From an optimization exercise on the open Yosys and OpenROAD flow, aimed at small area and a short achievable clock period; shortcuts taken in it are not production practice.
Only simulation tests tie the RTL to the original design; equivalence was not proved.
No activity file was given, so power comes from the tool's default toggle rates.

File: design/flow/flow/run.sh
#!/bin/bash
# Own layout flow: the standard synthesis, then the full adders of the
# netlist are re-polarised to drop inverters (flow/polopt.py), then the standard flow's
# standard layout of that netlist, with plain buffers on the ports.
set -euo pipefail
cd "$(dirname "$0")/.."
RES=orfs/results/${FLOW_PLATFORM:-sky130hd}/mac/base
bash standard.sh synth > synth.log 2>&1
cp "$RES/1_2_yosys.v" "$RES/1_2_yosys_std.v"
python3 flow/polopt.py "$RES/1_2_yosys_std.v" "$RES/1_2_yosys.v" > polopt.log 2>&1
touch "$RES/1_2_yosys.v"
rm -f "$RES/1_synth.odb" "$RES/1_synth.sdc"
bash standard.sh synth > synth_odb.log 2>&1
bash standard.sh "BUFFER_PORTS_ARGS=-buffer_cell sky130_fd_sc_hd__buf_2" finish > layout.log 2>&1
test -s out/final.def
File: design/flow/flow/polopt.py
#!/usr/bin/env python3
"""Re-polarise the full adders of a mapped sky130 netlist to remove inverters.

A full adder with all three inputs inverted gives both outputs inverted, so
each fa_* cell may be fed complemented inputs, and its outputs then carry the
complement of the original signals.  This picks, per full adder, whether to do
so (greedy local search) to minimise the number of inverters, then rewires:
every inverter chain is replaced by at most one inv_1 per driving net.
Usage: polopt.py IN.v OUT.v
"""
import re, sys, collections

src = open(sys.argv[1]).read()
INST = re.compile(r'^(\s*)(sky130_fd_sc_hd__\w+)\s+(\S+)\s*\((.*?)\);\n', re.M | re.S)
PIN = re.compile(r'\.(\w+)\(([^()]*)\)')
OUTP = {'X', 'Y', 'Q', 'Q_N', 'SUM', 'COUT', 'HI', 'LO'}

m0 = re.search(r'^module\s+(\w+)\s*\((.*?)\);', src, re.M | re.S)
ports = set()
for d in re.finditer(r'^\s*(input|output)\s*(\[[^\]]*\])?\s*([^;]+);', src, re.M):
    for nm in d.group(3).split(','):
        nm = nm.strip()
        if d.group(2):
            hi, lo = [int(x) for x in d.group(2)[1:-1].split(':')]
            for i in range(min(hi, lo), max(hi, lo) + 1):
                ports.add(f"{nm}[{i}]")
        else:
            ports.add(nm)

insts = []
for m in INST.finditer(src):
    pins = [(p, n.strip()) for p, n in PIN.findall(m.group(4))]
    insts.append([m.group(2), m.group(3), pins])
first = INST.search(src).start()
last = list(INST.finditer(src))[-1].end()
head, tail = src[:first], src[last:]

def isinv(t): return re.match(r'sky130_fd_sc_hd__(inv|clkinv)_\d+$', t) is not None
def isfa(t): return re.match(r'sky130_fd_sc_hd__fa_\d+$', t) is not None

drv = {}
for i, (t, nm, pins) in enumerate(insts):
    for p, n in pins:
        if p in OUTP and n:
            drv[n] = (i, p)

def root(n):
    par = 0
    seen = 0
    while n in drv and isinv(insts[drv[n][0]][0]):
        n = dict(insts[drv[n][0]][2])['A']
        par ^= 1
        seen += 1
        assert seen < 100
    return n, par

fas = [i for i, x in enumerate(insts) if isfa(x[0])]
flip = {i: 0 for i in fas}
conns = []   # (root, sink inst, pin, parity)
locked = set()
for i, (t, nm, pins) in enumerate(insts):
    if isinv(t):
        y = dict(pins)['Y']
        if y in ports:       # keep inverters that drive ports: lock the chain's source
            r, _ = root(y)
            if r in drv: locked.add(drv[r][0])
        continue
    for p, n in pins:
        if p in OUTP or not n:
            continue
        r, par = root(n)
        conns.append((r, i, p, par))

def srcfa(r):
    if r in drv and drv[r][0] in flip:
        return drv[r][0]
    return None

rootsinks = collections.defaultdict(list)
byfa = collections.defaultdict(set)
for k, (r, i, p, par) in enumerate(conns):
    rootsinks[r].append(k)
    s = srcfa(r)
    if s is not None: byfa[s].add(r)
    if i in flip: byfa[i].add(r)

def eff(k):
    r, i, p, par = conns[k]
    s = srcfa(r)
    return par ^ (flip[s] if s is not None else 0) ^ (flip[i] if i in flip else 0)

def rootcost(r):
    return 1 if any(eff(k) for k in rootsinks[r]) else 0

def total():
    return sum(rootcost(r) for r in rootsinks)

before = sum(1 for x in insts if isinv(x[0]))
for it in range(30):
    changed = 0
    for f in fas:
        if f in locked: continue
        rs = byfa[f]
        b = sum(rootcost(r) for r in rs)
        flip[f] ^= 1
        a = sum(rootcost(r) for r in rs)
        if a < b: changed += 1
        else: flip[f] ^= 1
    if not changed: break

# rebuild
out_insts = []
invnet = {}
newwires = []
k_of = {}
for k, (r, i, p, par) in enumerate(conns):
    k_of[(i, p)] = k
nid = 0
for i, (t, nm, pins) in enumerate(insts):
    if isinv(t) and dict(pins)['Y'] not in ports:
        continue
    newpins = []
    for p, n in pins:
        if (i, p) in k_of:
            k = k_of[(i, p)]
            r = conns[k][0]
            if eff(k):
                if r not in invnet:
                    w = f"_polinv_{nid}_"; nid += 1
                    invnet[r] = w
                    newwires.append(w)
                    out_insts.append(("sky130_fd_sc_hd__inv_1", f"_polinvc_{nid}_", [("A", r), ("Y", w)]))
                n = invnet[r]
            else:
                n = r
        newpins.append((p, n))
    out_insts.append((t, nm, newpins))

def fmt(t, nm, pins):
    esc = lambda n: n + " " if n.startswith("\\") else n
    return f"  {t} {esc(nm)} (\n" + ",\n".join(f"    .{p}({esc(n)})" for p, n in pins) + "\n  );\n"

head = head.rstrip('\n') + "\n" + "".join(f"  wire {w};\n" for w in newwires)
open(sys.argv[2], 'w').write(head + "".join(fmt(*x) for x in out_insts) + tail)
after = len(invnet) + sum(1 for x in insts if isinv(x[0]) and dict(x[2])['Y'] in ports)
print(f"polopt: {before} inverters -> {after}; {sum(flip.values())} of {len(fas)} full adders flipped", file=sys.stderr)
File: design/flow/standard.sh
#!/bin/bash
# synth_recipe.tcl (not shown) runs the flow's synth.tcl, then flattens the netlist and writes it again
# the make line also repeats each setting of config.mk as NAME=value (left out here)
make -C /OpenROAD-flow-scripts/flow DESIGN_CONFIG=/design/flow/config.mk WORK_HOME=/design/flow/orfs CLKGATE_MAP_FILE= SYNTH_SCRIPT=/design/flow/synth_recipe.tcl "${@:-finish}"
File: design/flow/config.mk
export PLATFORM = sky130hd
export DESIGN_NAME = mac
export DESIGN_NICKNAME = mac
export VERILOG_FILES = /design/flow/design.v
export SDC_FILE = /design/flow/constraint.sdc
export NUM_CORES = 4
export LEC_CHECK = 0
export CAP_MARGIN = 20
export CORE_MARGIN = 2
export CORE_UTILIZATION = 50
export PLACE_DENSITY = 0.65
export SETUP_SLACK_MARGIN = 2.7
export SLEW_MARGIN = 20
File: design/flow/constraint.sdc
create_clock -name core_clock -period 5.5 [get_ports {clk}]
set_input_delay 1.1000 -clock core_clock [delete_from_list [all_inputs] [get_ports {clk}]]
set_output_delay 1.1000 -clock core_clock [all_outputs]
set_load 0.01 [all_outputs]
File: design/flow/design.v
module mac_fin (
    input  [18:0] si,
    input  [18:0] ci,
    input  [15:0] pi,
    output [18:0] sum
);
    wire s0 = si[0] ^ ci[0];
    wire c0 = si[0] & ci[0];
    wire s1 = si[1] ^ ci[1] ^ pi[1];
    wire c1 = (si[1] & ci[1]) | (si[1] & pi[1]) | (ci[1] & pi[1]);
    wire s2 = si[2] ^ ci[2] ^ pi[2];
    wire c2 = (si[2] & ci[2]) | (si[2] & pi[2]) | (ci[2] & pi[2]);
    wire s3 = si[3] ^ ci[3] ^ pi[3];
    wire c3 = (si[3] & ci[3]) | (si[3] & pi[3]) | (ci[3] & pi[3]);
    wire s4 = si[4] ^ ci[4] ^ pi[4];
    wire c4 = (si[4] & ci[4]) | (si[4] & pi[4]) | (ci[4] & pi[4]);
    wire s5 = si[5] ^ ci[5] ^ pi[5];
    wire c5 = (si[5] & ci[5]) | (si[5] & pi[5]) | (ci[5] & pi[5]);
    wire s6 = si[6] ^ ci[6] ^ pi[6];
    wire c6 = (si[6] & ci[6]) | (si[6] & pi[6]) | (ci[6] & pi[6]);
    wire s7 = si[7] ^ ci[7] ^ pi[7];
    wire c7 = (si[7] & ci[7]) | (si[7] & pi[7]) | (ci[7] & pi[7]);
    wire s8 = si[8] ^ ci[8] ^ pi[8];
    wire c8 = (si[8] & ci[8]) | (si[8] & pi[8]) | (ci[8] & pi[8]);
    wire s9 = si[9] ^ ci[9] ^ pi[9];
    wire c9 = (si[9] & ci[9]) | (si[9] & pi[9]) | (ci[9] & pi[9]);
    wire s10 = si[10] ^ ci[10] ^ pi[10];
    wire c10 = (si[10] & ci[10]) | (si[10] & pi[10]) | (ci[10] & pi[10]);
    wire s11 = si[11] ^ ci[11] ^ pi[11];
    wire c11 = (si[11] & ci[11]) | (si[11] & pi[11]) | (ci[11] & pi[11]);
    wire s12 = si[12] ^ ci[12] ^ pi[12];
    wire c12 = (si[12] & ci[12]) | (si[12] & pi[12]) | (ci[12] & pi[12]);
    wire s13 = si[13] ^ ci[13] ^ pi[13];
    wire c13 = (si[13] & ci[13]) | (si[13] & pi[13]) | (ci[13] & pi[13]);
    wire s14 = si[14] ^ ci[14] ^ pi[14];
    wire c14 = (si[14] & ci[14]) | (si[14] & pi[14]) | (ci[14] & pi[14]);
    wire s15 = si[15] ^ ci[15] ^ pi[15];
    wire c15 = (si[15] & ci[15]) | (si[15] & pi[15]) | (ci[15] & pi[15]);
    wire s16 = si[16] ^ ci[16];
    wire c16 = si[16] & ci[16];
    wire s17 = si[17] ^ ci[17];
    wire c17 = si[17] & ci[17];
    wire s18 = si[18] ^ ci[18];
    wire [18:0] ra = {c17, c16, s16, c14, c13, c12, c11, c10, c9, c8, c7, c6, c5, c4, c3, c2, c1, c0, pi[0]};
    wire [18:0] rb = {s18, s17, c15, s15, s14, s13, s12, s11, s10, s9, s8, s7, s6, s5, s4, s3, s2, s1, s0};
    assign sum = ra + rb;
endmodule
module mac_cs (
    input  [3:0]  one,
    input  [3:0]  two,
    input  [3:0]  neg,
    input  [7:0]  w,
    input  [18:0] si,
    input  [18:0] ci,
    output [18:0] so,
    output [18:0] co
);
    wire pp0_0 = ((one[0] & w[0]) | (two[0] & 1'b0)) ^ neg[0];
    wire pp0_1 = ((one[0] & w[1]) | (two[0] & w[0])) ^ neg[0];
    wire pp0_2 = ((one[0] & w[2]) | (two[0] & w[1])) ^ neg[0];
    wire pp0_3 = ((one[0] & w[3]) | (two[0] & w[2])) ^ neg[0];
    wire pp0_4 = ((one[0] & w[4]) | (two[0] & w[3])) ^ neg[0];
    wire pp0_5 = ((one[0] & w[5]) | (two[0] & w[4])) ^ neg[0];
    wire pp0_6 = ((one[0] & w[6]) | (two[0] & w[5])) ^ neg[0];
    wire pp0_7 = ((one[0] & w[7]) | (two[0] & w[6])) ^ neg[0];
    wire pp0_8 = ~(((one[0] | two[0]) & w[7]) ^ neg[0]);
    wire pp1_0 = ((one[1] & w[0]) | (two[1] & 1'b0)) ^ neg[1];
    wire pp1_1 = ((one[1] & w[1]) | (two[1] & w[0])) ^ neg[1];
    wire pp1_2 = ((one[1] & w[2]) | (two[1] & w[1])) ^ neg[1];
    wire pp1_3 = ((one[1] & w[3]) | (two[1] & w[2])) ^ neg[1];
    wire pp1_4 = ((one[1] & w[4]) | (two[1] & w[3])) ^ neg[1];
    wire pp1_5 = ((one[1] & w[5]) | (two[1] & w[4])) ^ neg[1];
    wire pp1_6 = ((one[1] & w[6]) | (two[1] & w[5])) ^ neg[1];
    wire pp1_7 = ((one[1] & w[7]) | (two[1] & w[6])) ^ neg[1];
    wire pp1_8 = ~(((one[1] | two[1]) & w[7]) ^ neg[1]);
    wire pp2_0 = ((one[2] & w[0]) | (two[2] & 1'b0)) ^ neg[2];
    wire pp2_1 = ((one[2] & w[1]) | (two[2] & w[0])) ^ neg[2];
    wire pp2_2 = ((one[2] & w[2]) | (two[2] & w[1])) ^ neg[2];
    wire pp2_3 = ((one[2] & w[3]) | (two[2] & w[2])) ^ neg[2];
    wire pp2_4 = ((one[2] & w[4]) | (two[2] & w[3])) ^ neg[2];
    wire pp2_5 = ((one[2] & w[5]) | (two[2] & w[4])) ^ neg[2];
    wire pp2_6 = ((one[2] & w[6]) | (two[2] & w[5])) ^ neg[2];
    wire pp2_7 = ((one[2] & w[7]) | (two[2] & w[6])) ^ neg[2];
    wire pp2_8 = ~(((one[2] | two[2]) & w[7]) ^ neg[2]);
    wire pp3_0 = ((one[3] & w[0]) | (two[3] & 1'b0)) ^ neg[3];
    wire pp3_1 = ((one[3] & w[1]) | (two[3] & w[0])) ^ neg[3];
    wire pp3_2 = ((one[3] & w[2]) | (two[3] & w[1])) ^ neg[3];
    wire pp3_3 = ((one[3] & w[3]) | (two[3] & w[2])) ^ neg[3];
    wire pp3_4 = ((one[3] & w[4]) | (two[3] & w[3])) ^ neg[3];
    wire pp3_5 = ((one[3] & w[5]) | (two[3] & w[4])) ^ neg[3];
    wire pp3_6 = ((one[3] & w[6]) | (two[3] & w[5])) ^ neg[3];
    wire pp3_7 = ((one[3] & w[7]) | (two[3] & w[6])) ^ neg[3];
    wire pp3_8 = ~(((one[3] | two[3]) & w[7]) ^ neg[3]);
    wire s0 = si[6] ^ ci[6];
    wire c0 = si[6] & ci[6];
    wire s1 = si[7] ^ ci[7];
    wire c1 = si[7] & ci[7];
    wire s2 = si[8] ^ ci[8];
    wire c2 = si[8] & ci[8];
    wire s3 = si[2] ^ ci[2];
    wire c3 = si[2] & ci[2];
    wire s4 = si[3] ^ ci[3];
    wire c4 = si[3] & ci[3];
    wire s5 = si[4] ^ ci[4] ^ neg[2];
    wire c5 = (si[4] & ci[4]) | (si[4] & neg[2]) | (ci[4] & neg[2]);
    wire s6 = pp0_4 ^ pp1_2;
    wire c6 = pp0_4 & pp1_2;
    wire s7 = si[5] ^ ci[5] ^ pp0_5;
    wire c7 = (si[5] & ci[5]) | (si[5] & pp0_5) | (ci[5] & pp0_5);
    wire s8 = pp1_3 ^ pp2_1;
    wire c8 = pp1_3 & pp2_1;
    wire s9 = neg[3] ^ s0 ^ pp0_6;
    wire c9 = (neg[3] & s0) | (neg[3] & pp0_6) | (s0 & pp0_6);
    wire s10 = pp1_4 ^ pp2_2 ^ pp3_0;
    wire c10 = (pp1_4 & pp2_2) | (pp1_4 & pp3_0) | (pp2_2 & pp3_0);
    wire s11 = c0 ^ s1 ^ pp0_7;
    wire c11 = (c0 & s1) | (c0 & pp0_7) | (s1 & pp0_7);
    wire s12 = pp1_5 ^ pp2_3 ^ pp3_1;
    wire c12 = (pp1_5 & pp2_3) | (pp1_5 & pp3_1) | (pp2_3 & pp3_1);
    wire s13 = c1 ^ s2 ^ pp0_8;
    wire c13 = (c1 & s2) | (c1 & pp0_8) | (s2 & pp0_8);
    wire s14 = pp1_6 ^ pp2_4 ^ pp3_2;
    wire c14 = (pp1_6 & pp2_4) | (pp1_6 & pp3_2) | (pp2_4 & pp3_2);
    wire s15 = si[9] ^ ci[9] ^ c2;
    wire c15 = (si[9] & ci[9]) | (si[9] & c2) | (ci[9] & c2);
    wire s16 = pp1_7 ^ pp2_5 ^ pp3_3;
    wire c16 = (pp1_7 & pp2_5) | (pp1_7 & pp3_3) | (pp2_5 & pp3_3);
    wire s17 = si[10] ^ ci[10] ^ pp1_8;
    wire c17 = (si[10] & ci[10]) | (si[10] & pp1_8) | (ci[10] & pp1_8);
    wire s18 = pp2_6 ^ pp3_4;
    wire c18 = pp2_6 & pp3_4;
    wire s19 = si[11] ^ ci[11] ^ pp2_7;
    wire c19 = (si[11] & ci[11]) | (si[11] & pp2_7) | (ci[11] & pp2_7);
    wire s20 = si[12] ^ ci[12];
    wire c20 = si[12] & ci[12];
    wire s21 = si[0] ^ ci[0];
    wire c21 = si[0] & ci[0];
    wire s22 = si[1] ^ ci[1];
    wire c22 = si[1] & ci[1];
    wire s23 = neg[1] ^ s3 ^ pp0_2;
    wire c23 = (neg[1] & s3) | (neg[1] & pp0_2) | (s3 & pp0_2);
    wire s24 = c3 ^ s4 ^ pp0_3;
    wire c24 = (c3 & s4) | (c3 & pp0_3) | (s4 & pp0_3);
    wire s25 = c4 ^ pp2_0 ^ s5;
    wire c25 = (c4 & pp2_0) | (c4 & s5) | (pp2_0 & s5);
    wire s26 = c5 ^ c6 ^ s8;
    wire c26 = (c5 & c6) | (c5 & s8) | (c6 & s8);
    wire s27 = c8 ^ c7 ^ s9;
    wire c27 = (c8 & c7) | (c8 & s9) | (c7 & s9);
    wire s28 = c9 ^ c10 ^ s11;
    wire c28 = (c9 & c10) | (c9 & s11) | (c10 & s11);
    wire s29 = c11 ^ c12 ^ s13;
    wire c29 = (c11 & c12) | (c11 & s13) | (c12 & s13);
    wire s30 = s15 ^ c13 ^ c14;
    wire c30 = (s15 & c13) | (s15 & c14) | (c13 & c14);
    wire s31 = c15 ^ s18 ^ c16;
    wire c31 = (c15 & s18) | (c15 & c16) | (s18 & c16);
    wire s32 = pp3_5 ^ c18 ^ c17;
    wire c32 = (pp3_5 & c18) | (pp3_5 & c17) | (c18 & c17);
    wire s33 = s20 ^ pp2_8 ^ pp3_6;
    wire c33 = (s20 & pp2_8) | (s20 & pp3_6) | (pp2_8 & pp3_6);
    wire s34 = si[13] ^ ci[13] ^ c20;
    wire c34 = (si[13] & ci[13]) | (si[13] & c20) | (ci[13] & c20);
    wire s35 = si[14] ^ ci[14];
    wire c35 = si[14] & ci[14];
    wire s36 = neg[0] ^ s21;
    wire c36 = neg[0] & s21;
    wire s37 = c21 ^ s22 ^ pp0_1;
    wire c37 = (c21 & s22) | (c21 & pp0_1) | (s22 & pp0_1);
    wire s38 = c22 ^ pp1_0 ^ s23;
    wire c38 = (c22 & pp1_0) | (c22 & s23) | (pp1_0 & s23);
    wire s39 = pp1_1 ^ c23 ^ s24;
    wire c39 = (pp1_1 & c23) | (pp1_1 & s24) | (c23 & s24);
    wire s40 = s6 ^ c24 ^ s25;
    wire c40 = (s6 & c24) | (s6 & s25) | (c24 & s25);
    wire s41 = s7 ^ c25 ^ s26;
    wire c41 = (s7 & c25) | (s7 & s26) | (c25 & s26);
    wire s42 = s10 ^ c26 ^ s27;
    wire c42 = (s10 & c26) | (s10 & s27) | (c26 & s27);
    wire s43 = s12 ^ c27 ^ s28;
    wire c43 = (s12 & c27) | (s12 & s28) | (c27 & s28);
    wire s44 = s14 ^ c28 ^ s29;
    wire c44 = (s14 & c28) | (s14 & s29) | (c28 & s29);
    wire s45 = s16 ^ s30 ^ c29;
    wire c45 = (s16 & s30) | (s16 & c29) | (s30 & c29);
    wire s46 = s17 ^ c30 ^ s31;
    wire c46 = (s17 & c30) | (s17 & s31) | (c30 & s31);
    wire s47 = s19 ^ c31 ^ s32;
    wire c47 = (s19 & c31) | (s19 & s32) | (c31 & s32);
    wire s48 = c19 ^ s33 ^ c32;
    wire c48 = (c19 & s33) | (c19 & c32) | (s33 & c32);
    wire s49 = pp3_7 ^ s34 ^ c33;
    wire c49 = (pp3_7 & s34) | (pp3_7 & c33) | (s34 & c33);
    wire s50 = s35 ^ pp3_8 ^ c34;
    wire c50 = (s35 & pp3_8) | (s35 & c34) | (pp3_8 & c34);
    wire s51 = si[15] ^ ci[15] ^ c35;
    wire c51 = (si[15] & ci[15]) | (si[15] & c35) | (ci[15] & c35);
    wire s52 = si[16] ^ ci[16];
    wire c52 = si[16] & ci[16];
    wire s53 = si[17] ^ ci[17];
    wire c53 = si[17] & ci[17];
    wire s54 = si[18] ^ ci[18];
    assign so = {c53, c52, s52, s51, s50, s49, c47, c46, c45, c44, c43, c42, c41, c40, c39, c38, c37, c36, pp0_0};
    assign co = {s54, s53, c51, c50, c49, c48, s48, s47, s46, s45, s44, s43, s42, s41, s40, s39, s38, s37, s36};
endmodule
module mac_cs0 (
    input  [3:0]  one,
    input  [3:0]  two,
    input  [3:0]  neg,
    input  [7:0]  w,
    input  [18:0] ci,
    output [18:0] so,
    output [18:0] co
);
    wire pp0_0 = ((one[0] & w[0]) | (two[0] & 1'b0)) ^ neg[0];
    wire pp0_1 = ((one[0] & w[1]) | (two[0] & w[0])) ^ neg[0];
    wire pp0_2 = ((one[0] & w[2]) | (two[0] & w[1])) ^ neg[0];
    wire pp0_3 = ((one[0] & w[3]) | (two[0] & w[2])) ^ neg[0];
    wire pp0_4 = ((one[0] & w[4]) | (two[0] & w[3])) ^ neg[0];
    wire pp0_5 = ((one[0] & w[5]) | (two[0] & w[4])) ^ neg[0];
    wire pp0_6 = ((one[0] & w[6]) | (two[0] & w[5])) ^ neg[0];
    wire pp0_7 = ((one[0] & w[7]) | (two[0] & w[6])) ^ neg[0];
    wire pp0_8 = ~(((one[0] | two[0]) & w[7]) ^ neg[0]);
    wire pp1_0 = ((one[1] & w[0]) | (two[1] & 1'b0)) ^ neg[1];
    wire pp1_1 = ((one[1] & w[1]) | (two[1] & w[0])) ^ neg[1];
    wire pp1_2 = ((one[1] & w[2]) | (two[1] & w[1])) ^ neg[1];
    wire pp1_3 = ((one[1] & w[3]) | (two[1] & w[2])) ^ neg[1];
    wire pp1_4 = ((one[1] & w[4]) | (two[1] & w[3])) ^ neg[1];
    wire pp1_5 = ((one[1] & w[5]) | (two[1] & w[4])) ^ neg[1];
    wire pp1_6 = ((one[1] & w[6]) | (two[1] & w[5])) ^ neg[1];
    wire pp1_7 = ((one[1] & w[7]) | (two[1] & w[6])) ^ neg[1];
    wire pp1_8 = ~(((one[1] | two[1]) & w[7]) ^ neg[1]);
    wire pp2_0 = ((one[2] & w[0]) | (two[2] & 1'b0)) ^ neg[2];
    wire pp2_1 = ((one[2] & w[1]) | (two[2] & w[0])) ^ neg[2];
    wire pp2_2 = ((one[2] & w[2]) | (two[2] & w[1])) ^ neg[2];
    wire pp2_3 = ((one[2] & w[3]) | (two[2] & w[2])) ^ neg[2];
    wire pp2_4 = ((one[2] & w[4]) | (two[2] & w[3])) ^ neg[2];
    wire pp2_5 = ((one[2] & w[5]) | (two[2] & w[4])) ^ neg[2];
    wire pp2_6 = ((one[2] & w[6]) | (two[2] & w[5])) ^ neg[2];
    wire pp2_7 = ((one[2] & w[7]) | (two[2] & w[6])) ^ neg[2];
    wire pp2_8 = ~(((one[2] | two[2]) & w[7]) ^ neg[2]);
    wire pp3_0 = ((one[3] & w[0]) | (two[3] & 1'b0)) ^ neg[3];
    wire pp3_1 = ((one[3] & w[1]) | (two[3] & w[0])) ^ neg[3];
    wire pp3_2 = ((one[3] & w[2]) | (two[3] & w[1])) ^ neg[3];
    wire pp3_3 = ((one[3] & w[3]) | (two[3] & w[2])) ^ neg[3];
    wire pp3_4 = ((one[3] & w[4]) | (two[3] & w[3])) ^ neg[3];
    wire pp3_5 = ((one[3] & w[5]) | (two[3] & w[4])) ^ neg[3];
    wire pp3_6 = ((one[3] & w[6]) | (two[3] & w[5])) ^ neg[3];
    wire pp3_7 = ((one[3] & w[7]) | (two[3] & w[6])) ^ neg[3];
    wire pp3_8 = ~(((one[3] | two[3]) & w[7]) ^ neg[3]);
    wire s0 = ci[4] ^ neg[2];
    wire c0 = ci[4] & neg[2];
    wire s1 = ci[5] ^ pp0_5;
    wire c1 = ci[5] & pp0_5;
    wire s2 = ci[6] ^ neg[3] ^ pp0_6;
    wire c2 = (ci[6] & neg[3]) | (ci[6] & pp0_6) | (neg[3] & pp0_6);
    wire s3 = pp1_4 ^ pp2_2;
    wire c3 = pp1_4 & pp2_2;
    wire s4 = ci[7] ^ pp0_7 ^ pp1_5;
    wire c4 = (ci[7] & pp0_7) | (ci[7] & pp1_5) | (pp0_7 & pp1_5);
    wire s5 = pp2_3 ^ pp3_1;
    wire c5 = pp2_3 & pp3_1;
    wire s6 = 1'b1 ^ ci[8] ^ pp0_8;
    wire c6 = (1'b1 & ci[8]) | (1'b1 & pp0_8) | (ci[8] & pp0_8);
    wire s7 = pp1_6 ^ pp2_4 ^ pp3_2;
    wire c7 = (pp1_6 & pp2_4) | (pp1_6 & pp3_2) | (pp2_4 & pp3_2);
    wire s8 = ci[9] ^ pp1_7 ^ pp2_5;
    wire c8 = (ci[9] & pp1_7) | (ci[9] & pp2_5) | (pp1_7 & pp2_5);
    wire s9 = 1'b1 ^ ci[10] ^ pp1_8;
    wire c9 = (1'b1 & ci[10]) | (1'b1 & pp1_8) | (ci[10] & pp1_8);
    wire s10 = 1'b1 ^ ci[11];
    wire c10 = 1'b1 & ci[11];
    wire s11 = ci[2] ^ neg[1];
    wire c11 = ci[2] & neg[1];
    wire s12 = ci[3] ^ pp0_3;
    wire c12 = ci[3] & pp0_3;
    wire s13 = s0 ^ pp0_4 ^ pp1_2;
    wire c13 = (s0 & pp0_4) | (s0 & pp1_2) | (pp0_4 & pp1_2);
    wire s14 = c0 ^ pp1_3 ^ pp2_1;
    wire c14 = (c0 & pp1_3) | (c0 & pp2_1) | (pp1_3 & pp2_1);
    wire s15 = pp3_0 ^ c1 ^ s3;
    wire c15 = (pp3_0 & c1) | (pp3_0 & s3) | (c1 & s3);
    wire s16 = c3 ^ s5 ^ c2;
    wire c16 = (c3 & s5) | (c3 & c2) | (s5 & c2);
    wire s17 = c5 ^ c4 ^ s6;
    wire c17 = (c5 & c4) | (c5 & s6) | (c4 & s6);
    wire s18 = pp3_3 ^ c6 ^ c7;
    wire c18 = (pp3_3 & c6) | (pp3_3 & c7) | (c6 & c7);
    wire s19 = pp2_6 ^ pp3_4 ^ c8;
    wire c19 = (pp2_6 & pp3_4) | (pp2_6 & c8) | (pp3_4 & c8);
    wire s20 = s10 ^ pp2_7 ^ pp3_5;
    wire c20 = (s10 & pp2_7) | (s10 & pp3_5) | (pp2_7 & pp3_5);
    wire s21 = ci[12] ^ c10 ^ pp2_8;
    wire c21 = (ci[12] & c10) | (ci[12] & pp2_8) | (c10 & pp2_8);
    wire s22 = 1'b1 ^ ci[13];
    wire c22 = 1'b1 & ci[13];
    wire s23 = ci[0] ^ neg[0];
    wire c23 = ci[0] & neg[0];
    wire s24 = ci[1] ^ pp0_1;
    wire c24 = ci[1] & pp0_1;
    wire s25 = s11 ^ pp0_2 ^ pp1_0;
    wire c25 = (s11 & pp0_2) | (s11 & pp1_0) | (pp0_2 & pp1_0);
    wire s26 = c11 ^ pp1_1 ^ s12;
    wire c26 = (c11 & pp1_1) | (c11 & s12) | (pp1_1 & s12);
    wire s27 = pp2_0 ^ c12 ^ s13;
    wire c27 = (pp2_0 & c12) | (pp2_0 & s13) | (c12 & s13);
    wire s28 = s1 ^ c13 ^ s14;
    wire c28 = (s1 & c13) | (s1 & s14) | (c13 & s14);
    wire s29 = c14 ^ s2 ^ s15;
    wire c29 = (c14 & s2) | (c14 & s15) | (s2 & s15);
    wire s30 = s4 ^ c15 ^ s16;
    wire c30 = (s4 & c15) | (s4 & s16) | (c15 & s16);
    wire s31 = s7 ^ c16 ^ s17;
    wire c31 = (s7 & c16) | (s7 & s17) | (c16 & s17);
    wire s32 = s8 ^ s18 ^ c17;
    wire c32 = (s8 & s18) | (s8 & c17) | (s18 & c17);
    wire s33 = s9 ^ c18 ^ s19;
    wire c33 = (s9 & c18) | (s9 & s19) | (c18 & s19);
    wire s34 = c9 ^ s20 ^ c19;
    wire c34 = (c9 & s20) | (c9 & c19) | (s20 & c19);
    wire s35 = pp3_6 ^ c20 ^ s21;
    wire c35 = (pp3_6 & c20) | (pp3_6 & s21) | (c20 & s21);
    wire s36 = s22 ^ pp3_7 ^ c21;
    wire c36 = (s22 & pp3_7) | (s22 & c21) | (pp3_7 & c21);
    wire s37 = ci[14] ^ c22 ^ pp3_8;
    wire c37 = (ci[14] & c22) | (ci[14] & pp3_8) | (c22 & pp3_8);
    wire s38 = 1'b1 ^ ci[15];
    wire c38 = 1'b1 & ci[15];
    wire s39 = 1'b1 ^ ci[16];
    wire c39 = 1'b1 & ci[16];
    assign so = {1'b1, ci[17], c38, s38, s37, s36, s35, c33, c32, c31, c30, c29, c28, c27, c26, c25, c24, c23, s23};
    assign co = {ci[18], c39, s39, c37, c36, c35, c34, s34, s33, s32, s31, s30, s29, s28, s27, s26, s25, s24, pp0_0};
endmodule
module mac_p6 (
    input  [7:0]  x,
    input  [7:0]  w,
    output [18:0] so,
    output [18:0] co
);
    wire [8:0] xe = {x, 1'b0};
    wire [3:0] one, two, neg;
    assign one[0] = xe[1] ^ xe[0];
    assign two[0] = (xe[2] & ~xe[1] & ~xe[0]) | (~xe[2] & xe[1] & xe[0]);
    assign neg[0] = xe[2];
    assign one[1] = xe[3] ^ xe[2];
    assign two[1] = (xe[4] & ~xe[3] & ~xe[2]) | (~xe[4] & xe[3] & xe[2]);
    assign neg[1] = xe[4];
    assign one[2] = xe[5] ^ xe[4];
    assign two[2] = (xe[6] & ~xe[5] & ~xe[4]) | (~xe[6] & xe[5] & xe[4]);
    assign neg[2] = xe[6];
    assign one[3] = xe[7] ^ xe[6];
    assign two[3] = (xe[8] & ~xe[7] & ~xe[6]) | (~xe[8] & xe[7] & xe[6]);
    assign neg[3] = xe[8];
    wire pp0_0 = ((one[0] & w[0]) | (two[0] & 1'b0)) ^ neg[0];
    wire pp0_1 = ((one[0] & w[1]) | (two[0] & w[0])) ^ neg[0];
    wire pp0_2 = ((one[0] & w[2]) | (two[0] & w[1])) ^ neg[0];
    wire pp0_3 = ((one[0] & w[3]) | (two[0] & w[2])) ^ neg[0];
    wire pp0_4 = ((one[0] & w[4]) | (two[0] & w[3])) ^ neg[0];
    wire pp0_5 = ((one[0] & w[5]) | (two[0] & w[4])) ^ neg[0];
    wire pp0_6 = ((one[0] & w[6]) | (two[0] & w[5])) ^ neg[0];
    wire pp0_7 = ((one[0] & w[7]) | (two[0] & w[6])) ^ neg[0];
    wire pp0_8 = ~(((one[0] | two[0]) & w[7]) ^ neg[0]);
    wire pp1_0 = ((one[1] & w[0]) | (two[1] & 1'b0)) ^ neg[1];
    wire pp1_1 = ((one[1] & w[1]) | (two[1] & w[0])) ^ neg[1];
    wire pp1_2 = ((one[1] & w[2]) | (two[1] & w[1])) ^ neg[1];
    wire pp1_3 = ((one[1] & w[3]) | (two[1] & w[2])) ^ neg[1];
    wire pp1_4 = ((one[1] & w[4]) | (two[1] & w[3])) ^ neg[1];
    wire pp1_5 = ((one[1] & w[5]) | (two[1] & w[4])) ^ neg[1];
    wire pp1_6 = ((one[1] & w[6]) | (two[1] & w[5])) ^ neg[1];
    wire pp1_7 = ((one[1] & w[7]) | (two[1] & w[6])) ^ neg[1];
    wire pp1_8 = ~(((one[1] | two[1]) & w[7]) ^ neg[1]);
    wire pp2_0 = ((one[2] & w[0]) | (two[2] & 1'b0)) ^ neg[2];
    wire pp2_1 = ((one[2] & w[1]) | (two[2] & w[0])) ^ neg[2];
    wire pp2_2 = ((one[2] & w[2]) | (two[2] & w[1])) ^ neg[2];
    wire pp2_3 = ((one[2] & w[3]) | (two[2] & w[2])) ^ neg[2];
    wire pp2_4 = ((one[2] & w[4]) | (two[2] & w[3])) ^ neg[2];
    wire pp2_5 = ((one[2] & w[5]) | (two[2] & w[4])) ^ neg[2];
    wire pp2_6 = ((one[2] & w[6]) | (two[2] & w[5])) ^ neg[2];
    wire pp2_7 = ((one[2] & w[7]) | (two[2] & w[6])) ^ neg[2];
    wire pp2_8 = ~(((one[2] | two[2]) & w[7]) ^ neg[2]);
    wire pp3_0 = ((one[3] & w[0]) | (two[3] & 1'b0)) ^ neg[3];
    wire pp3_1 = ((one[3] & w[1]) | (two[3] & w[0])) ^ neg[3];
    wire pp3_2 = ((one[3] & w[2]) | (two[3] & w[1])) ^ neg[3];
    wire pp3_3 = ((one[3] & w[3]) | (two[3] & w[2])) ^ neg[3];
    wire pp3_4 = ((one[3] & w[4]) | (two[3] & w[3])) ^ neg[3];
    wire pp3_5 = ((one[3] & w[5]) | (two[3] & w[4])) ^ neg[3];
    wire pp3_6 = ((one[3] & w[6]) | (two[3] & w[5])) ^ neg[3];
    wire pp3_7 = ((one[3] & w[7]) | (two[3] & w[6])) ^ neg[3];
    wire pp3_8 = ~(((one[3] | two[3]) & w[7]) ^ neg[3]);
    wire s0 = neg[3] ^ pp0_6;
    wire c0 = neg[3] & pp0_6;
    wire s1 = pp0_7 ^ pp1_5;
    wire c1 = pp0_7 & pp1_5;
    wire s2 = pp0_8 ^ pp1_6;
    wire c2 = pp0_8 & pp1_6;
    wire s3 = neg[2] ^ pp0_4;
    wire c3 = neg[2] & pp0_4;
    wire s4 = pp0_5 ^ pp1_3;
    wire c4 = pp0_5 & pp1_3;
    wire s5 = pp1_4 ^ pp2_2 ^ pp3_0;
    wire c5 = (pp1_4 & pp2_2) | (pp1_4 & pp3_0) | (pp2_2 & pp3_0);
    wire s6 = pp2_3 ^ pp3_1 ^ c0;
    wire c6 = (pp2_3 & pp3_1) | (pp2_3 & c0) | (pp3_1 & c0);
    wire s7 = pp2_4 ^ pp3_2 ^ c1;
    wire c7 = (pp2_4 & pp3_2) | (pp2_4 & c1) | (pp3_2 & c1);
    wire s8 = pp1_7 ^ pp2_5 ^ pp3_3;
    wire c8 = (pp1_7 & pp2_5) | (pp1_7 & pp3_3) | (pp2_5 & pp3_3);
    wire s9 = pp1_8 ^ pp2_6;
    wire c9 = pp1_8 & pp2_6;
    wire s10 = neg[1] ^ pp0_2;
    wire c10 = neg[1] & pp0_2;
    wire s11 = pp0_3 ^ pp1_1;
    wire c11 = pp0_3 & pp1_1;
    wire s12 = pp1_2 ^ pp2_0 ^ s3;
    wire c12 = (pp1_2 & pp2_0) | (pp1_2 & s3) | (pp2_0 & s3);
    wire s13 = pp2_1 ^ c3 ^ s4;
    wire c13 = (pp2_1 & c3) | (pp2_1 & s4) | (c3 & s4);
    wire s14 = c4 ^ s0 ^ s5;
    wire c14 = (c4 & s0) | (c4 & s5) | (s0 & s5);
    wire s15 = s1 ^ c5 ^ s6;
    wire c15 = (s1 & c5) | (s1 & s6) | (c5 & s6);
    wire s16 = s2 ^ c6 ^ s7;
    wire c16 = (s2 & c6) | (s2 & s7) | (c6 & s7);
    wire s17 = c2 ^ s8 ^ c7;
    wire c17 = (c2 & s8) | (c2 & c7) | (s8 & c7);
    wire s18 = pp3_4 ^ s9 ^ c8;
    wire c18 = (pp3_4 & s9) | (pp3_4 & c8) | (s9 & c8);
    wire s19 = pp2_7 ^ pp3_5 ^ c9;
    wire c19 = (pp2_7 & pp3_5) | (pp2_7 & c9) | (pp3_5 & c9);
    wire s20 = pp2_8 ^ pp3_6;
    wire c20 = pp2_8 & pp3_6;
    assign so = {1'b0, 1'b0, 1'b0, 1'b0, pp3_8, pp3_7, s20, s19, s18, c16, c15, c14, c13, c12, c11, c10, pp1_0, pp0_1, neg[0]};
    assign co = {1'b0, 1'b0, 1'b0, 1'b0, 1'b0, c20, c19, c18, c17, s17, s16, s15, s14, s13, s12, s11, s10, 1'b0, pp0_0};
endmodule
module mac #(parameter DW=8,CW=19,ROW=7,COLUMN=7,OW=26
) (
    input [ROW*DW-1     : 0]        mac_m_data  ,
    input [COLUMN*DW-1  : 0]        w           ,
    input [ROW-1        : 0]        w_en        ,
    input [COLUMN*CW-1  : 0]        ci          ,
    output [COLUMN*OW-1 : 0]        mac_s_data  ,
    input clk,
    input rst_n
);
localparam [113:0] RV = {19'd502528, 19'd480768, 19'd459008, 19'd437248, 19'd415488, 19'd393728};
localparam [18:0]  RP = 19'd21760;
reg  [47:0]  xd1;        
reg  [55:0]  wd;         
reg  [5:0]   wed;        
reg  [5:0]   ld;         
reg  [47:0]  one, two, neg;   
reg  [391:0] wq;         
reg  [797:0] ss, sc;     
reg  [132:0] p6s, p6c;   
reg  [111:0] p6r;        
reg  [132:0] so;         
wire [797:0] ssn, scn;
wire [132:0] p6sn, p6cn, son;
wire [132:0] p6rn;
always @(posedge clk) begin
    xd1 <= mac_m_data[47:0];
    wd  <= w;
end
always @(posedge clk or negedge rst_n) begin
    if (!rst_n) begin
        wed <= 6'd0;
        ld  <= 6'd0;
    end else begin
        wed <= w_en[5:0];
        ld  <= ld | wed;
    end
end
wire [55:0] w6 = w_en[6] ? w : wq[391:336];
genvar r, c, j, g;
generate
for (r = 0; r < 6; r = r + 1) begin : row
    wire       v  = ld[r] | wed[r];
    wire [8:0] xe = {xd1[8*r +: 8], 1'b0};
    for (g = 0; g < 2; g = g + 1) begin : grp
        for (j = 0; j < 4; j = j + 1) begin : dg
            wire b2 = xe[2*j+2], b1 = xe[2*j+1], b0 = xe[2*j];
            wire d1 = v & (b1 ^ b0);
            wire d2 = v & ((b2 & ~b1 & ~b0) | (~b2 & b1 & b0));
            wire d3 = v & b2;
            always @(posedge clk or negedge rst_n) begin
                if (!rst_n) begin
                    one[8*r+4*g+j] <= g[0];
                    two[8*r+4*g+j] <= g[0];
                    neg[8*r+4*g+j] <= g[0];
                end else begin
                    one[8*r+4*g+j] <= d1 ^ g[0];
                    two[8*r+4*g+j] <= d2 ^ g[0];
                    neg[8*r+4*g+j] <= d3 ^ g[0];
                end
            end
        end
    end
    always @(posedge clk) begin
        if (wed[r]) wq[56*r +: 56] <= wd;
    end
    for (c = 0; c < 7; c = c + 1) begin : col
        localparam integer G = (c < 4) ? 0 : 1;
        wire [3:0] d_one = one[8*r+4*G +: 4] ^ {4{G[0]}};
        wire [3:0] d_two = two[8*r+4*G +: 4] ^ {4{G[0]}};
        wire [3:0] d_neg = neg[8*r+4*G +: 4] ^ {4{G[0]}};
        if (r == 0) begin : g0
            mac_cs0 u (.one(d_one), .two(d_two), .neg(d_neg),
                       .w(wq[56*r + 8*c +: 8]),
                       .ci(ci[19*c +: 19]), .so(ssn[133*r + 19*c +: 19]), .co(scn[133*r + 19*c +: 19]));
        end else begin : gm
            mac_cs u (.one(d_one), .two(d_two), .neg(d_neg),
                      .w(wq[56*r + 8*c +: 8]),
                      .si(ss[133*(r-1) + 19*c +: 19]), .ci(sc[133*(r-1) + 19*c +: 19]),
                      .so(ssn[133*r + 19*c +: 19]), .co(scn[133*r + 19*c +: 19]));
        end
        always @(posedge clk or negedge rst_n) begin
            if (!rst_n) begin
                ss[133*r + 19*c +: 19] <= RV[19*r +: 19];
                sc[133*r + 19*c +: 19] <= 19'd0;
            end else begin
                ss[133*r + 19*c +: 19] <= ssn[133*r + 19*c +: 19];
                sc[133*r + 19*c +: 19] <= scn[133*r + 19*c +: 19];
            end
        end
    end
end
always @(posedge clk or negedge rst_n) begin
    if (!rst_n)
        wq[391:336] <= 56'd0;
    else
        wq[391:336] <= w6;
end
for (c = 0; c < 7; c = c + 1) begin : last
    mac_p6 u (.x(mac_m_data[55:48]), .w(w6[8*c +: 8]), .so(p6sn[19*c +: 19]), .co(p6cn[19*c +: 19]));
    assign p6rn[19*c +: 19] = p6s[19*c +: 19] + p6c[19*c +: 19];
    mac_fin f (.si(ss[133*5 + 19*c +: 19]), .ci(sc[133*5 + 19*c +: 19]), .pi(p6r[16*c +: 16]),
               .sum(son[19*c +: 19]));
    always @(posedge clk or negedge rst_n) begin
        if (!rst_n) begin
            p6s[19*c +: 19] <= RP;
            p6c[19*c +: 19] <= 19'd0;
            p6r[16*c +: 16] <= RP[15:0];
            so[19*c +: 19]  <= 19'd0;
        end else begin
            p6s[19*c +: 19] <= p6sn[19*c +: 19];
            p6c[19*c +: 19] <= p6cn[19*c +: 19];
            p6r[16*c +: 16] <= p6rn[19*c +: 16];
            so[19*c +: 19]  <= son[19*c +: 19];
        end
    end
    assign mac_s_data[26*c +: 26] = {{7{so[19*c + 18]}}, so[19*c +: 19]};
end
endgenerate
endmodule
==> impl_metrics.csv, run 1 <==
group,metric,value,unit
die,rows,208,
setup_path,cpMaxStageDelayCell,"fa_1",
job,maxCapViolCount,0,
drt,drc_errors,0,
grt,track_usage,0.3021,
setup_path,cp-start-kind,"flip-flop",
grt,grt_max_degree,173,
grt,grt_first_pass_wirelength,726800,µm
sta,maxSlewHeadroom,0.1701,
min_path,hold_path_class,"in -> async",
sta,finClkSkew,0.05170,ns
drt,vias,105000,
yosys,syn-num-nets,15810,
clocking,cts_max_level,5,
setup_path,r2r_start,"p6r[17]$_DFF_PN0_",
die,die_w,571.5,µm
setup_path,cp-end-kind,"flip-flop",
clocking,path_clk_slew,0.07,ns
die,io_pins,436,
setup_path,cpPeakStageDelay,0.57,ns
power,power_density,701.9,nW/µm²
die,initial_utilization,0.5019,
setup_path,rr_endpoint,"so[34]$_DFF_PN0_",
clocking,clk_latency,0.95,ns
placement,pre_cts_slack,1.158,ns
yosys,yosysWarnings,1,
setup_path,rr_worst_depth,9,
power,p_leak,80.51,nW
sta,setup_tns,0,ns
setup_path,crit_chain,"fa_1 > ha_4 > a211o_1 > a2111oi_4 > o32ai_2 > o21ai_2 > o22ai_2 > o41ai_4 > xnor2_2",
clocking,cts_buffer_depth,4,
sta,timing.fmax,314.4,MHz
grt,antenna_found_initial,78,
setup_path,critical_path.max_fanout,2,
grt,grt_overflow,0,
setup_path,rrSetupSlack,2.32,ns
grt,grt_pass1_vias,107100,
clocking,tritoncts,"done",
sta,worst_slew_pin_slew,1.236,ns
sta,timing.final.hold_violations,0,
clocking,numCtsBuffers,305,
placement,dpl.hpwl,359200,µm
drt,first_pass_iters,7,
setup_path,worstPathRequired,6.25,ns
drt,ant_nets,0,
clocking,cts_sinks,2676,
finish,post-route-util,0.5816,
yosys,syn_inst,12910,
placement,gp_congestion,0.9182,
setup_path,path_class,"reg -> reg",
finish,nets,16340,
sta,finalCriticalPeriod,3.180,ns
setup_path,arrival,3.93,ns
sta,timing.final.max_slew_violations,0,
clocking,clock-root-buffer,"clkbuf_16",
drt,wirelength,502100,µm
sta,fin_crit_sh,0.5782,
power,peakVddDrop,0.7074,mV
sta,rsz0062_at_grt,"true",
sta,fin_ws,2.320,ns
sta,setup_viol,0,
finish,drive_gt1_frac,0.1928,
drt,vias_per_cell,5.817,
drt,drt_iter0_drc,11540,
yosys,synth_area_per_cell,12.48,µm²
drt,post_drt_wl_per_cell,27.82,µm
die,coreArea,320900,µm²
yosys,netlist_area,161000,µm²
placement,portBuffers,435,
finish,fillers,25500,
die,die_y,571.5,µm
die,die_area,326700,µm²
clocking,hold_buffers,0,
status,status,"finished clean",
finish,area_growth,15.89,%
==> layer usage <==
metal | GRT usage | vias to the layer above | wire length (µm)
li1 | - | 44280 | -
met1 | 0.4430 | 54090 | 211400
met2 | 0.4463 | 5562 | 220000
met3 | 0.05619 | 1017 | 45530
met4 | 0.1179 | 6 | 25120
met5 | 0 | - | 40
==> state kept, by name, indices dropped and copies added, names as in the netlist, 56 cells and up <==
register,flops
wq,392
so,133
p6c,91
p6s,99
sc,798
ss,791
wd,56
p6r,112
==> report_power, final <==
| part | leakage [nW] | switching [mW] | internal, mW |
|---|---|---|---|
| registers | 30.1 | 4.68 | 29.4 |
| clock network | 5.04 | 8.59 | 12.5 |
| logic | 45.4 | 43.8 | 32.0 |
| total | 80.5 | 57.1 | 73.9 |
==> stage by stage <==
stage	cells	total power, mW	hold WS, ns	instance area (µm²)
2_1_floorplan	12910	74.52	0.3636	162400
3_3_place_gp	16970	100.0	0.3744	167800
3_5_place_dp	16970	102.1	0.3772	167800
4_1_cts	17780	127.6	0.1757	182500
5_1_grt	18030	140.1	0.1999	186600
6_report	18050	131.0	0.1324	186600
==> worst max-delay path, delay by kind of cell, from the launching register on <==
kind                       cells  cell delay, ns
xor gates and xnor gates       1            0.27
adders and majority gates      2            0.79
DFF                            1            0.41
AOI/OAI and AO/OA              6            1.50
==> final cells by class <==
type | count | area [µm²] | share of cell area
multi-input cells | 8335 | 88360 | 0.4734
flip-flops and latches | 2676 | 69020 | 0.3698
repair buffers | 1121 | 9528 | 0.05105
clock buffers | 423 | 8755 | 0.04691
well taps | 4305 | 5386 | 0.02886
inverters | 996 | 3877 | 0.02078
clock inverters | 139 | 1585 | 0.008494
diodes | 49 | 122.6 | 0.0006570
repair inverters | 1 | 7.507 | 0.00004022
==> cells in the final DEF (no fill, tap or decap), drive strengths merged, types with 336 or more instances in the layout <==
master	n
dfrtp	1870
fa	1743
buf	1105
xnor2	1061
inv	981
ha	903
xor2	720
nand2	688
a22oi	686
o22ai	606
clkbuf	439
o21ai	393
nor2	381
dfstp	366
edfxtp	336
==> repair_timing <==
item                                    4_1_cts  5_1_grt
setup buffers                               245      211
resized for setup                           451      399
endpoints found under the setup margin      877      408
gates cloned                                  3        5
pin swaps                                   178      356
==> worst max path at each step <==
stage                            startpoint                end  slack, ns  cells past startpoint
after global routing      p6r[17]$_DFF_PN0_   so[36]$_DFF_PN0_       2.23                     10
after CTS                 p6r[17]$_DFF_PN0_   so[34]$_DFF_PN0_       2.22                      9
after floorplan                     w_en[6]  p6c[65]$_DFF_PN0_       1.99                     12
after detailed placement            w_en[6]  p6c[28]$_DFF_PN0_       1.16                      9
final                     p6r[17]$_DFF_PN0_   so[34]$_DFF_PN0_       2.32                      9
after global placement              w_en[6]  p6c[25]$_DFF_PN0_       1.16                      9
==> run 2, diff against run 1 <==
--- a/design/flow/config.mk
+++ b/design/flow/config.mk
@@ -7,7 +7,7 @@
 export LEC_CHECK = 0
 export CAP_MARGIN = 20
 export CORE_MARGIN = 2
-export CORE_UTILIZATION = 50
-export PLACE_DENSITY = 0.65
-export SETUP_SLACK_MARGIN = 2.7
+export CORE_UTILIZATION = 55
+export PLACE_DENSITY = 0.68
+export SETUP_SLACK_MARGIN = 2.6
 export SLEW_MARGIN = 20
==> run 2 against run 1 <==
Largest power group unchanged. Critical path type unchanged. Final area shrank 2.3%. Count of clock-buffer cells in the layout shrank 12. Still clean on timing, DRC and antenna. Worst setup slack gained 0.084 ns.
==> impl_metrics.csv, run 2 <==
group,metric,value,unit
sta,timing.final.hold_violations,0,
clocking,path_clk_slew,0.06,ns
clocking,hold_buffers,0,
clocking,clock-root-buffer,"clkbuf_16",
sta,fin_crit_sh,0.5630,
drt,first_pass_iters,9,
finish,area_growth,13.26,%
placement,portBuffers,435,
setup_path,cp-end-kind,"flip-flop",
sta,setup_tns,0,ns
sta,timing.final.max_slew_violations,0,
clocking,clk_latency,0.92,ns
yosys,synth_area_per_cell,12.48,µm²
drt,vias_per_cell,5.890,
power,peakVddDrop,0.5661,mV
sta,rsz0062_at_grt,"true",
grt,grt_pass1_vias,106100,
sta,fin_ws,2.404,ns
power,p_leak,79.08,nW
die,initial_utilization,0.5533,
finish,nets,16160,
power,pwr-share-seq,0.279,
drt,drt_iter0_drc,10740,
finish,drive_gt1_frac,0.1676,
placement,gp_congestion,0.9323,
sta,worst_slew_pin_slew,1.214,ns
finish,multi_input_area,86940,µm²
drt,vias,102600,
drt,drc_errors,0,
finish,largest_reg_flops,798,
power,p_sw,51.38,mW
power,swShare,0.4190,
die,io_pins,436,
sta,setup_viol,0,
yosys,yosysWarnings,1,
sta,maxSlewHeadroom,0.1909,
setup_path,rrSetupSlack,2.40,ns
finish,fillers,22220,
yosys,syn-num-nets,15810,
min_path,hold_path_class,"in -> async",
power,clock_power_share,0.171,
drt,wl_met2,202800,µm
drt,met3_length,38590,µm
finish,largest-register,"sc",
setup_path,arrival,3.86,ns
finish,regArea,69050,µm²
job,maxCapViolCount,0,
grt,antenna_found_initial,41,
clocking,cts_sinks,2676,
setup_path,critical_path.max_fanout,5,
clocking,cts_max_level,5,
drt,drt-met1-wl,200400,µm
die,die_w,545.1,µm
grt,grt_max_degree,174,
die,die_y,545.1,µm
placement,pre_cts_slack,1.105,ns
power,power_density,672.2,nW/µm²
die,rows,198,
drt,wirelength,458500,µm
setup_path,cp-start-kind,"flip-flop",
grt,grt_overflow,0,
finish,largestRegisters,"sc x798, ss x791, wq x392",
clocking,numCtsBuffers,300,
sta,finClkSkew,0.04790,ns
power,p_int,71.24,mW
power,comb_power_share,0.550,
grt,grt_first_pass_wirelength,688200,µm
placement,dpl.hpwl,329800,µm
yosys,syn_inst,12910,
clocking,cts_buffer_depth,4,
status,status,"finished clean",
drt,post_drt_wl_per_cell,26.33,µm
sta,finalCriticalPeriod,3.096,ns
die,die_area,297200,µm²
sta,timing.fmax,323.0,MHz
clocking,tritoncts,"done",
grt,track_usage,0.3064,
die,coreArea,291100,µm²
drt,top_layer_used,"met5",
setup_path,path_class,"reg -> reg",
setup_path,worstPathRequired,6.26,ns
drt,ant_nets,0,
finish,final_cell_mix,"dfrtp_1 (1,801), fa_1 (1,710), xnor2_1 (1,044)",
yosys,netlist_area,161000,µm²
finish,final_common_cell,"dfrtp_1",
run 2: cell types whose count changed in the layout (fill, tap and decap cells not counted), moves of 17 or more:
cell,delta
buf_4,-50
buf_12,-38
xnor2_2,-23
xnor2_1,+34
buf_8,-19
fa_2,-38
a22oi_2,-28
fa_1,+38
buf_6,-63
ha_1,+17
diode_2,-41
a22oi_1,+28
run 2: timing repair:
| item | in CTS | in global routing |
|---|---|---|
| setup buffers | 151 | 169 |
| gates cloned | 2 | 4 |
| pin swaps | 43 | 98 |
| setup endpoints to repair | 881 | 335 |
| gates resized for setup | 288 | 229 |
run 2: power groups by stage:
stage	registers [mW]	logic [mW]	clock network, mW
after floorplan	32.3	42.1	0
after global placement	34.4	61.3	0
after detailed placement	34.5	63.2	0
after CTS	34.2	65.6	21.4
after global routing	34.8	75.2	22.2
final	34.2	67.5	21.0
run 2: cell type report:
type                    count  area share
clock buffers             411     0.04674
well taps                3900     0.02675
repair buffers            945     0.04009
repair inverters            1  0.00004116
flip-flops and latches   2676      0.3785
inverters                 996     0.02118
clock inverters           144    0.009939
diodes                      8   0.0001098
multi-input cells        8335      0.4766
run 2: routing by layer:
layer  GRT usage  vias up
met3     0.05034      795
met4     0.09767        2
met5           0        -
li1            -    43850
met1      0.4641    53100
met2      0.4537     4840
run 2: critical path: stages, from the launching register on:
cell	delay [ns]
dfrtp_2	0.43
fa_1	0.59
ha_4	0.23
o21a_4	0.22
a2111oi_4	0.38
o32ai_2	0.16
o21ai_2	0.21
o22ai_2	0.15
o41ai_4	0.36
xnor2_4	0.22
run 2: path summary, 6_finish.rpt:
check	to	from	depth (start not counted)
min in group core_clock	xd1[22]$_DFF_P_	mac_m_data[22]	1
hold / removal	p6r[85]$_DFF_PN0_	rst_n	1
setup / recovery	so[34]$_DFF_PN0_	p6r[18]$_DFF_PN0_	9
setup reg to reg	so[34]$_DFF_PN0_	p6r[18]$_DFF_PN0_	9
max in group asynchronous	sc[10]$_DFF_PN0_	rst_n	3
hold reg to reg	sc[246]$_DFF_PN0_	sc[113]$_DFF_PN0_	1
run 2: through the flow:
stage	hold WS (ns)	instance area [µm²]	total power, mW	util	instances
global route	0.1021	182400	132.2	0.6266	17410
floorplan	0.3636	162300	74.43	-	12910
global placement	0.3705	166900	95.78	0.5735	16530
finish	0.09345	182400	122.6	0.6266	17420
CTS	0.05095	180000	121.2	0.6183	17240
detailed placement	0.3766	167000	97.70	0.5735	16530

## separate check: timing with driven ports
The flow's constraints put no driver on any port. The routed layouts listed below were extracted and timed again, unchanged, in two steps.
Step 1 assumes that a clkbuf_16 drives the clock port and a buf_2 every other input.
Step 2 moves the port delays by t, midway between the first and last clock arrival at a register: inputs arrive t later, outputs are due t later. That takes back most of the time a late clock gives input paths.
a / b / c = no drivers / after step 1 / after step 2; a / b = the first two.
run | shift t [ns] | setup slack, ns | worst setup path at the end | latest minus earliest clock arrival (ns) | pins driven straight from the clock port
run 1 | 1.036 | 2.320 / 2.320 / 1.384 | input to register | 0.060 / 0.060 | 1
run 2 | 0.997 | 2.404 / 2.404 / 1.533 | input to register | 0.048 / 0.048 | 1
After both steps every run listed still meets setup and hold. The setup slack of run 1, which loses most, moves by 0.000 ns with the drivers and by -0.936 ns with both steps.
